Source: an optimization exercise on an open RTL-to-GDS flow (aim: small area and a short achievable clock period). Production flows keep margins and buffers that such runs may drop.
In this exercise RTL edits were held to simulation tests only and were not proved equivalent to the original.
No activity file was given, so power comes from the tool's default toggle rates.

## wip/ember
## IOTDF
module IOTDF( clk, rst, in_en, iot_in, fn_sel, busy, valid, iot_out);
input          clk;
input          rst;
input          in_en;
input  [7:0]   iot_in;
input  [2:0]   fn_sel;
output         busy;
output         valid;
output [127:0] iot_out;
reg  [135:0] ring;
reg  [7:0]   ib;        
reg          g;         
reg          nadd;      
reg  [2:0]   fs;        
reg  [4:0]   c;         
reg  [2:0]   p;         
reg          busy_r, valid_r;
reg          win, lose;  
reg          exc;       
reg          first;     
reg          kz;        
assign busy    = busy_r;
assign valid   = valid_r;
assign iot_out = ring[127:0];
wire proc  = (c != 5'd0) & (c != 5'd17);
wire gap   = (c == 5'd16);
wire lane0 = (c == 5'd1);
wire last  = (p == 3'd7);
wire m_max  = (fs == 3'd1) | (fs == 3'd6);
wire m_rnd  = (fs == 3'd1) | (fs == 3'd2);
wire m_peak = (fs == 3'd6) | (fs == 3'd7);
wire m_mm   = m_rnd | m_peak;
wire m_avg  = (fs == 3'd3);
wire m_flt  = (fs == 3'd4) | (fs == 3'd5);
wire better    = m_max ? gt : lt;
wire worse     = m_max ? lt : gt;
wire eq_st     = ~win & ~lose;
wire load      = m_flt | ((m_rnd | (m_peak & first)) & (p == 3'd0));
wire dwr       = proc & (load | (m_mm & (win | (eq_st & ~worse))));
wire beat      = proc & eq_st & better & ~load;
wire       fresh  = m_avg & (p == 3'd0);
wire       addon  = m_avg & proc;
wire [7:0] wold   = fresh ? 8'd0 : ring[132:125];
  ...
export LEC_CHECK = 0
export CAP_MARGIN = 20
export CORE_MARGIN = 2
export CORE_UTILIZATION = 50
export PLACE_DENSITY = 0.65
export SLEW_MARGIN = 20
create_clock -name core_clock -period 8.0 [get_ports {clk}]
standard.sh (not shown) runs the stock make flow with config.mk's settings and CLKGATE_MAP_FILE= SYNTH_SCRIPT=/design/flow/synth_recipe.tcl, a recipe that flattens the netlist after the stock synthesis.
==> flow/flow/run.sh <==
#!/bin/bash
# Standard ORFS layout, with plain buffers (not delay cells) on the ports and
# a tighter setup target for the repair steps. Synthesis is the standard one.
set -euo pipefail
bash standard.sh synth > synth.log 2>&1
export BUFFER_PORTS_ARGS="-buffer_cell sky130_fd_sc_hd__buf_1"
export SETUP_SLACK_MARGIN=${MARGIN:-5.3}
export DONT_USE_CELLS="sky130_fd_sc_hd__clkdlybuf4s15_1 sky130_fd_sc_hd__clkdlybuf4s15_2 sky130_fd_sc_hd__clkdlybuf4s18_1 sky130_fd_sc_hd__clkdlybuf4s18_2 sky130_fd_sc_hd__clkdlybuf4s25_1 sky130_fd_sc_hd__clkdlybuf4s25_2 sky130_fd_sc_hd__clkdlybuf4s50_1 sky130_fd_sc_hd__clkdlybuf4s50_2 sky130_fd_sc_hd__dlygate4sd1_1 sky130_fd_sc_hd__dlygate4sd2_1 sky130_fd_sc_hd__dlygate4sd3_1 sky130_fd_sc_hd__dlymetal6s2s_1 sky130_fd_sc_hd__dlymetal6s4s_1 sky130_fd_sc_hd__dlymetal6s6s_1"
export CTS_ARGS="-sink_clustering_enable -repair_clock_nets -dont_use_dummy_load -buf_list {sky130_fd_sc_hd__clkbuf_4 sky130_fd_sc_hd__clkbuf_8}"
bash standard.sh > layout.log 2>&1
wip/ember | stages: all done | timing, DRC, antenna: all pass
Setup changes, wip/ember to wip/cedar
Settings: putting ABC_AREA at 1 where nothing was set; swapping 50 for 65 in CORE_UTILIZATION; swapping 0.65 for 0.75 in PLACE_DENSITY.
Findings:
Area growth from synthesis to layout: wip/cedar < wip/ember
Of wip/cedar and wip/ember, it is wip/cedar that has the higher netlist area before placement.
Summary — per-cell via count in the routed design, wip/cedar relative to wip/ember: lower, by 4.5%.
For the area enclosed by the die boundary, wip/cedar came in about 20% lower than wip/ember did.
Summary of wip/cedar over wip/ember: last weighted congestion value of the routability-driven placer higher; fraction of the core area covered by cells at the end of the flow higher.
Setup changes, wip/cedar to wip/garnet
Settings: clearing ABC_AREA, which used to be 1; swapping 65 for 40 in CORE_UTILIZATION; swapping 0.75 for 0.6 in PLACE_DENSITY.
==> flow/flow/run.sh <==
#!/bin/bash
# Standard ORFS layout, with plain buffers (not delay cells) on the ports and
# a tighter setup target for the repair steps. Synthesis is the standard one.
set -euo pipefail
bash standard.sh synth > synth.log 2>&1
export BUFFER_PORTS_ARGS="-buffer_cell sky130_fd_sc_hd__buf_1"
export SETUP_SLACK_MARGIN=${MARGIN:-5.25}
export DONT_USE_CELLS="sky130_fd_sc_hd__clkdlybuf4s15_1 sky130_fd_sc_hd__clkdlybuf4s15_2 sky130_fd_sc_hd__clkdlybuf4s18_1 sky130_fd_sc_hd__clkdlybuf4s18_2 sky130_fd_sc_hd__clkdlybuf4s25_1 sky130_fd_sc_hd__clkdlybuf4s25_2 sky130_fd_sc_hd__clkdlybuf4s50_1 sky130_fd_sc_hd__clkdlybuf4s50_2 sky130_fd_sc_hd__dlygate4sd1_1 sky130_fd_sc_hd__dlygate4sd2_1 sky130_fd_sc_hd__dlygate4sd3_1 sky130_fd_sc_hd__dlymetal6s2s_1 sky130_fd_sc_hd__dlymetal6s4s_1 sky130_fd_sc_hd__dlymetal6s6s_1"
export CTS_ARGS="-sink_clustering_enable -repair_clock_nets -dont_use_dummy_load"
bash standard.sh > layout.log 2>&1
### Flow results
- Synthesized area: wip/garnet vs wip/cedar down about 3.3%
- Non-clock buffer share of cell area: wip/garnet and wip/cedar compared, higher one is wip/garnet
- From wip/cedar to wip/garnet the numbers moved as follows: total nets after synthesis dropped 13%; average vias per placed instance now sits lower.
- The worst setup slack of wip/garnet is lower than that of wip/cedar.
- The final hold slack reported for wip/garnet is greater than that of wip/cedar by 0.034 ns.
- Comparing wip/garnet and wip/cedar, switching power is lower on wip/cedar.
- Compare wip/garnet and wip/cedar | total number of nets in the final design lower: wip/garnet
- wip/garnet vs. wip/cedar: transition at the pin with the smallest max-transition slack now larger, length in cells of the worst reg-to-reg path now sits lower.

== run 1 ==
Starting RTL as in the previous note.
export LEC_CHECK = 0
export CAP_MARGIN = 20
export CORE_MARGIN = 2
export CORE_UTILIZATION = 65
export PLACE_DENSITY = 0.75
export SLEW_MARGIN = 20
create_clock -name core_clock -period 8.0 [get_ports {clk}]
==> flow/flow/run.sh <==
#!/bin/bash
# Standard ORFS layout, with plain buffers (not delay cells) on the ports and
# a tighter setup target for the repair steps. Synthesis is the standard one.
set -euo pipefail
bash standard.sh synth > synth.log 2>&1
export BUFFER_PORTS_ARGS="-buffer_cell sky130_fd_sc_hd__buf_1"
export SETUP_SLACK_MARGIN=${MARGIN:-5.2}
export DONT_USE_CELLS="sky130_fd_sc_hd__clkdlybuf4s15_1 sky130_fd_sc_hd__clkdlybuf4s15_2 sky130_fd_sc_hd__clkdlybuf4s18_1 sky130_fd_sc_hd__clkdlybuf4s18_2 sky130_fd_sc_hd__clkdlybuf4s25_1 sky130_fd_sc_hd__clkdlybuf4s25_2 sky130_fd_sc_hd__clkdlybuf4s50_1 sky130_fd_sc_hd__clkdlybuf4s50_2 sky130_fd_sc_hd__dlygate4sd1_1 sky130_fd_sc_hd__dlygate4sd2_1 sky130_fd_sc_hd__dlygate4sd3_1 sky130_fd_sc_hd__dlymetal6s2s_1 sky130_fd_sc_hd__dlymetal6s4s_1 sky130_fd_sc_hd__dlymetal6s6s_1"
export CTS_ARGS="-sink_clustering_enable -repair_clock_nets -dont_use_dummy_load -buf_list {sky130_fd_sc_hd__clkbuf_4 sky130_fd_sc_hd__clkbuf_8}"
bash standard.sh > layout.log 2>&1
The flow did not stop early for run 1: all stages ran, and the layout cleared the timing, design-rule and antenna checks.
Modified inputs, run 2 compared to run 1
diff --git a/flow/flow/run.sh b/flow/flow/run.sh
--- a/flow/flow/run.sh
+++ b/flow/flow/run.sh
@@ -7 +7 @@
-export SETUP_SLACK_MARGIN=${MARGIN:-5.2}
+export SETUP_SLACK_MARGIN=${MARGIN:-5.35}
@@ -9 +9 @@
-export CTS_ARGS="-sink_clustering_enable -repair_clock_nets -dont_use_dummy_load -buf_list {sky130_fd_sc_hd__clkbuf_4 sky130_fd_sc_hd__clkbuf_8}"
+export CTS_ARGS="-sink_clustering_enable -repair_clock_nets -dont_use_dummy_load -buf_list sky130_fd_sc_hd__clkbuf_8 -sink_clustering_size 30 -sink_clustering_max_diameter 80"
Compared with run 1, power in run 2 increased by a few percent. Comparing area added between synthesis and finish for run 2 and run 1, the smaller number came from run 1. Number of fill cells in the layout (run 2 vs. run 1) decreases by a few percent. Run 2 has net switching power of the design above what run 1 had. Internal power summed over all cells for run 2 is higher than for run 1. Higher met3 usage in global routing was reported by run 1, not run 2. Looking at worst setup slack after placement across both flows, run 2 is the weaker of the two, with run 1 ahead. Between run 1 and run 2, logic gate share of total power increased. Run 2 ended up with sky130_fd_sc_hd__dfxtp_1 as its slowest stage cell on the critical path; run 1 ended up with sky130_fd_sc_hd__a32oi_1. Relative to run 1, portion of the clock cycle consumed by the worst path in the final layout decreased by 1.5 points in run 2. Compare run 2 and run 1 | first-pass GRT wire length higher: run 2. In the flow results for run 2 and run 1, the setup slack after layout is smaller on run 1.
Setup changes, run 2 to run 3
- changing CORE_UTILIZATION from 65 to 40
- changing PLACE_DENSITY from 0.75 to 0.6
diff --git a/flow/flow/run.sh b/flow/flow/run.sh
--- a/flow/flow/run.sh
+++ b/flow/flow/run.sh
@@ -9 +9 @@
-export CTS_ARGS="-sink_clustering_enable -repair_clock_nets -dont_use_dummy_load -buf_list sky130_fd_sc_hd__clkbuf_8 -sink_clustering_size 30 -sink_clustering_max_diameter 80"
+export CTS_ARGS="-sink_clustering_enable -repair_clock_nets -dont_use_dummy_load"
Notes after the runs:
Relative to run 2, wire length per cell after detailed routing has gone down in run 3. [compare] base=run 2 new=run 3: fmax grew by about 0.53%, length of the first detailed-routing pass in iterations went down 1. Summary: final worst-path setup slack, run 3 better than run 2.
diff inputs: run 3 => run 4
- PLACE_DENSITY now 0.75, was 0.6
- CORE_UTILIZATION now 65, was 40
Findings:
Re tapcell count: run 3 was higher than run 4.
Min layout overhead on the synthesized area across run 3 and run 4: run 4
Re number of antenna violations at the first check in global routing: no difference whatsoever between run 3 and run 4.
Comparing run 3 and run 4, non-clock buffer count is lower on run 3.

==> separate check: timing with driven ports <==
No port has a modelled driver above. Below, the same layouts with a new extraction and two added sets of constraints. Step 1: set_driving_cell puts a clkbuf_16 on clk and a buf_2 on each other input, an assumption about the parent block. Step 2 times the ports against the registers' clock, not the clock port: input delays grow and output delays shrink by t, the midpoint of the rising clock arrivals with the driver on. Slacks: ideal ports / drivers / drivers and shift; pairs: ideal ports / drivers.
run | t (ns) | setup slack, ns | hold slack, ns
wip/ember | 0.469 | 5.361 / 5.325 / 4.928 | 0.388 / 0.388 / 0.388
wip/cedar | 0.462 | 5.367 / 5.334 / 5.008 | 0.367 / 0.367 / 0.367
wip/garnet | 0.452 | 5.361 / 5.318 / 5.005 | 0.402 / 0.402 / 0.402
run 1 | 0.458 | 5.261 / 5.259 / 4.801 | 0.401 / 0.401 / 0.401
run 2 | 0.465 | 5.381 / 5.347 / 4.919 | 0.408 / 0.408 / 0.408
run 3 | 0.451 | 5.395 / 5.351 / 5.022 | 0.372 / 0.372 / 0.372
run 4 | 0.446 | 5.392 / 5.352 / 4.942 | 0.417 / 0.417 / 0.417
After both steps every run listed still meets setup and hold. For run 2, which loses most, drivers alone change the setup slack by -0.034 ns; drivers and shift together by -0.462 ns.
